Source: an optimization exercise on an open RTL-to-GDS flow (aim: small area). Production flows keep margins and buffers that such runs may drop. The RTL was checked by simulation tests, not by an equivalence proof against the original design. No activity file was given, so power comes from the tool's default toggle rates.

== the baseline ==
// picoPPU
module picoPPU( clk , btnC , JC , NMI , JB_i , JB_o , JB_oe , vgaRed , vgaGreen , vgaBlue , Hsync , Vsync ,
                  pat_addr , pat_en , pat_data ) ;
input clk , btnC ;
output [3:0] vgaRed ;
output [3:0] vgaGreen ;
output [3:0] vgaBlue ;
output wire Hsync , Vsync ;
input wire [7:0] JB_i ; 
output wire [7:0] JB_o ;
output wire JB_oe ;
output wire [13:0] pat_addr ;
output wire pat_en ;
input wire [31:0] pat_data ;
input wire [6:0] JC ; 
output wire NMI ;
wire video_enable ;
wire [9:0] v_count ;
wire [9:0] h_count ;
wire v_blank , h_blank ;
reg [1:0] divider ;
always @( posedge clk )
begin
    if ( btnC )
        divider <= 0 ;
    else
        divider <= divider + 1 ;
end
wire pix_en = ( divider == 2'd1 ) ;
wire reset_n = !btnC ;
wire chip_select = !JC[1] && JC[2] && JC[3] ;  
wire [7:0] inter_oam_addr ;
wire [15:0] inter_oam_dout ;
wire inter_oam_we , inter_oam_en ;
wire [15:0] inter_mem_addr ;
wire [7:0] inter_mem_dout ;
wire inter_mem_we , inter_mem_en ;
cpu_interface pico_ppu_interface (.clk(clk) , .reset_n(reset_n) , .data_in(JB_i) , .data_out(JB_o) , .data_oe(JB_oe) , .cs(chip_select) ,
         .we_b(JC[0]) , .reg_select(JC[6:4]) ,
         .oam_addr(inter_oam_addr) , .oam_dout(inter_oam_dout) , .oam_we(inter_oam_we) ,
         .oam_en(inter_oam_en) ,
         .mem_addr(inter_mem_addr) , .mem_dout(inter_mem_dout) , .mem_en(inter_mem_en) ,
         .mem_we(inter_mem_we) , .v_blank(v_blank) , .cpu_nmi(NMI) ) ;
wire [5:0] cyc = { h_count[3:0] , ~divider[1] , divider[0] } ;
wire [8:0] oam_y ;
wire [1:0] tsel ;
wire [4:0] oam_ty ;
wire [9:0] oam_tx , oam_tt ;
oam_ram prim_oam ( .clk(clk) , .reset(btnC) , .cyc(cyc) , .st(inter_oam_we && v_blank) , .st_addr(inter_oam_addr) ,
         .st_data(inter_oam_dout) , .y(oam_y) , .tsel(tsel) , .ty(oam_ty) , .tx(oam_tx) , .tt(oam_tt) ) ;
wire [5:0] pix_out ;
sprite_engine engine ( .clk(clk) , .reset(btnC) , .divider(divider) , .h_count(h_count) , .v_count(v_count) ,
         .h_blank(h_blank) , .v_blank(v_blank) , .oam_y(oam_y) , .tsel(tsel) , .oam_ty(oam_ty) , .oam_tx(oam_tx) , .oam_tt(oam_tt) ,
         .pat_addr(pat_addr) , .pat_en(pat_en) , .pat_data(pat_data) ,
  ...
clock: 12.0 ns
lec_check: 0
cap_margin: 20
core_margin: 2
core_utilization: 45
place_density: 0.6
slew_margin: 20
run.sh (not shown) runs the stock make flow with config.mk's settings and CLKGATE_MAP_FILE= SYNTH_SCRIPT=/design/flow/synth_recipe.tcl, a recipe that flattens the netlist after the stock synthesis.
Here is what was changed in the inputs of the candidate compared with the baseline.
- CTS_CLUSTER_SIZE: unset -> 30
- CTS_CLUSTER_DIAMETER: unset -> 80
Results
Part of the total power dissipated in combinational logic in the candidate vs the baseline: up 1.3 points
Going from the baseline to the candidate, switching part of the total grows by 1.5 points.
Routed wirelength normalized by instance count is lower on the baseline
The candidate: share of layout cells above drive strength 1 is 2.6 points lower than what the baseline reported.


## P
picoPPU, a different RTL version from the one above (not shown whole).
Size in the first run: roughly 3,800 flip-flops, roughly 88 I/O pins.
## picoPPU
module picoPPU( clk , btnC , JC , NMI , JB_i , JB_o , JB_oe , vgaRed , vgaGreen , vgaBlue , Hsync , Vsync ,
                  pat_addr , pat_en , pat_data ) ;
input clk , btnC ;
output [3:0] vgaRed ;
output [3:0] vgaGreen ;
output [3:0] vgaBlue ;
output wire Hsync , Vsync ;
input wire [7:0] JB_i ; 
output wire [7:0] JB_o ;
output wire JB_oe ;
output wire [13:0] pat_addr ;
output wire pat_en ;
input wire [31:0] pat_data ;
input wire [6:0] JC ; 
output wire NMI ;
wire video_enable ;
wire video_on_next ;
wire [9:0] v_count ;
wire [9:0] h_count ;
wire v_blank , h_blank ;
reg [1:0] divider ;
always @( posedge clk )
begin
    if ( btnC )
        divider <= 0 ;
    else
        divider <= divider + 1 ;
end
wire pix_en = ( divider == 2'd1 ) ;
wire reset_n = !btnC ;
wire chip_select = !JC[1] && JC[2] && JC[3] ;  
wire [7:0] inter_oam_addr ;
wire [10:0] inter_oam_dout ;
wire inter_oam_we , inter_oam_en ;
wire [15:0] inter_mem_addr ;
wire [7:0] inter_mem_dout ;
wire inter_mem_we , inter_mem_en ;
cpu_interface pico_ppu_interface (.clk(clk) , .reset_n(reset_n) , .data_in(JB_i) , .data_out(JB_o) , .data_oe(JB_oe) , .cs(chip_select) ,
         .we_b(JC[0]) , .reg_select(JC[6:4]) ,
         .oam_addr(inter_oam_addr) , .oam_dout(inter_oam_dout) , .oam_we(inter_oam_we) ,
         .oam_en(inter_oam_en) ,
         .mem_addr(inter_mem_addr) , .mem_dout(inter_mem_dout) , .mem_en(inter_mem_en) ,
         .mem_we(inter_mem_we) , .v_blank(v_blank) , .cpu_nmi(NMI) ) ;
wire [5:0] cyc = { h_count[3:0] , ~divider[1] , divider[0] } ;
wire [8:0] oam_y ;
wire [1:0] tsel ;
wire [4:0] oam_ty ;
wire [9:0] oam_tx , oam_tt ;
  ...
==> flow/config.mk <==
export PLATFORM = sky130hd
export DESIGN_NAME = picoPPU
export DESIGN_NICKNAME = picoPPU
export VERILOG_FILES = /design/flow/design.v
export SDC_FILE = /design/flow/constraint.sdc
export NUM_CORES = 4
export LEC_CHECK = 0
export CAP_MARGIN = 20
export CORE_MARGIN = 2
export CORE_UTILIZATION = 45
export CTS_CLUSTER_DIAMETER = 80
export CTS_CLUSTER_SIZE = 30
export PLACE_DENSITY = 0.6
export SLEW_MARGIN = 20
==> flow/constraint.sdc <==
create_clock -name core_clock -period 12.0 [get_ports {clk}]
set_input_delay 2.4000 -clock core_clock [delete_from_list [all_inputs] [get_ports {clk}]]
set_output_delay 2.4000 -clock core_clock [all_outputs]
set_load 0.01 [all_outputs]
P has completed all stages; timing, DRC and antenna checks passed.
Modified inputs, Q compared to P
Settings: CORE_UTILIZATION: 45 -> 60; PLACE_DENSITY: 0.6 -> 0.7.
==> summary.txt <==
Compared with P, placement density in the core of Q is higher. Q vs. P: final worst setup slack increased by 0.18 ns relative to the old numbers, initial cell density of the core increased by 15 points relative to the old numbers. From P to Q the numbers moved as follows: floorplan die area decreased 25%; highest clock frequency the design can meet increased about 1.6%; filler-free cell count of the finished design fell about 8%; part of the power in the clock network shows a reduction of 0.7 points; post-route clock period utilization now smaller. For Q, the capturing element of the worst setup path was rgb[6], unlike P, where it was rgb[2].

==> re-timing with driven ports <==
The results above use ideal ports. As a check the final layouts listed here were re-extracted and re-timed, cells and wires unchanged. Step 1 sets driving cells, clkbuf_16 on the clock port and buf_2 on the other inputs (assumed; they add their load-dependent delay and slew). Step 2 also shifts input and output timing later by t, the mid clock arrival at the registers, as if the neighbouring blocks saw the same clock. Slacks: no drivers / after step 1 / after step 2; pairs: no drivers / after step 1.
| run | t (ns) | setup slack, ns | worst data-port slew with drivers (ns) |
|---|---|---|---|
| the baseline | 1.044 | 0.210 / 0.121 / 1.165 | 0.05 |
| the candidate | 0.954 | 0.241 / 0.155 / 1.109 | 0.05 |
| P | 0.966 | 0.767 / 0.767 / 0.767 | 0.17 |
| Q | 0.927 | 0.947 / 0.947 / 0.947 | 0.11 |
After both steps setup and hold are still met in every run listed.
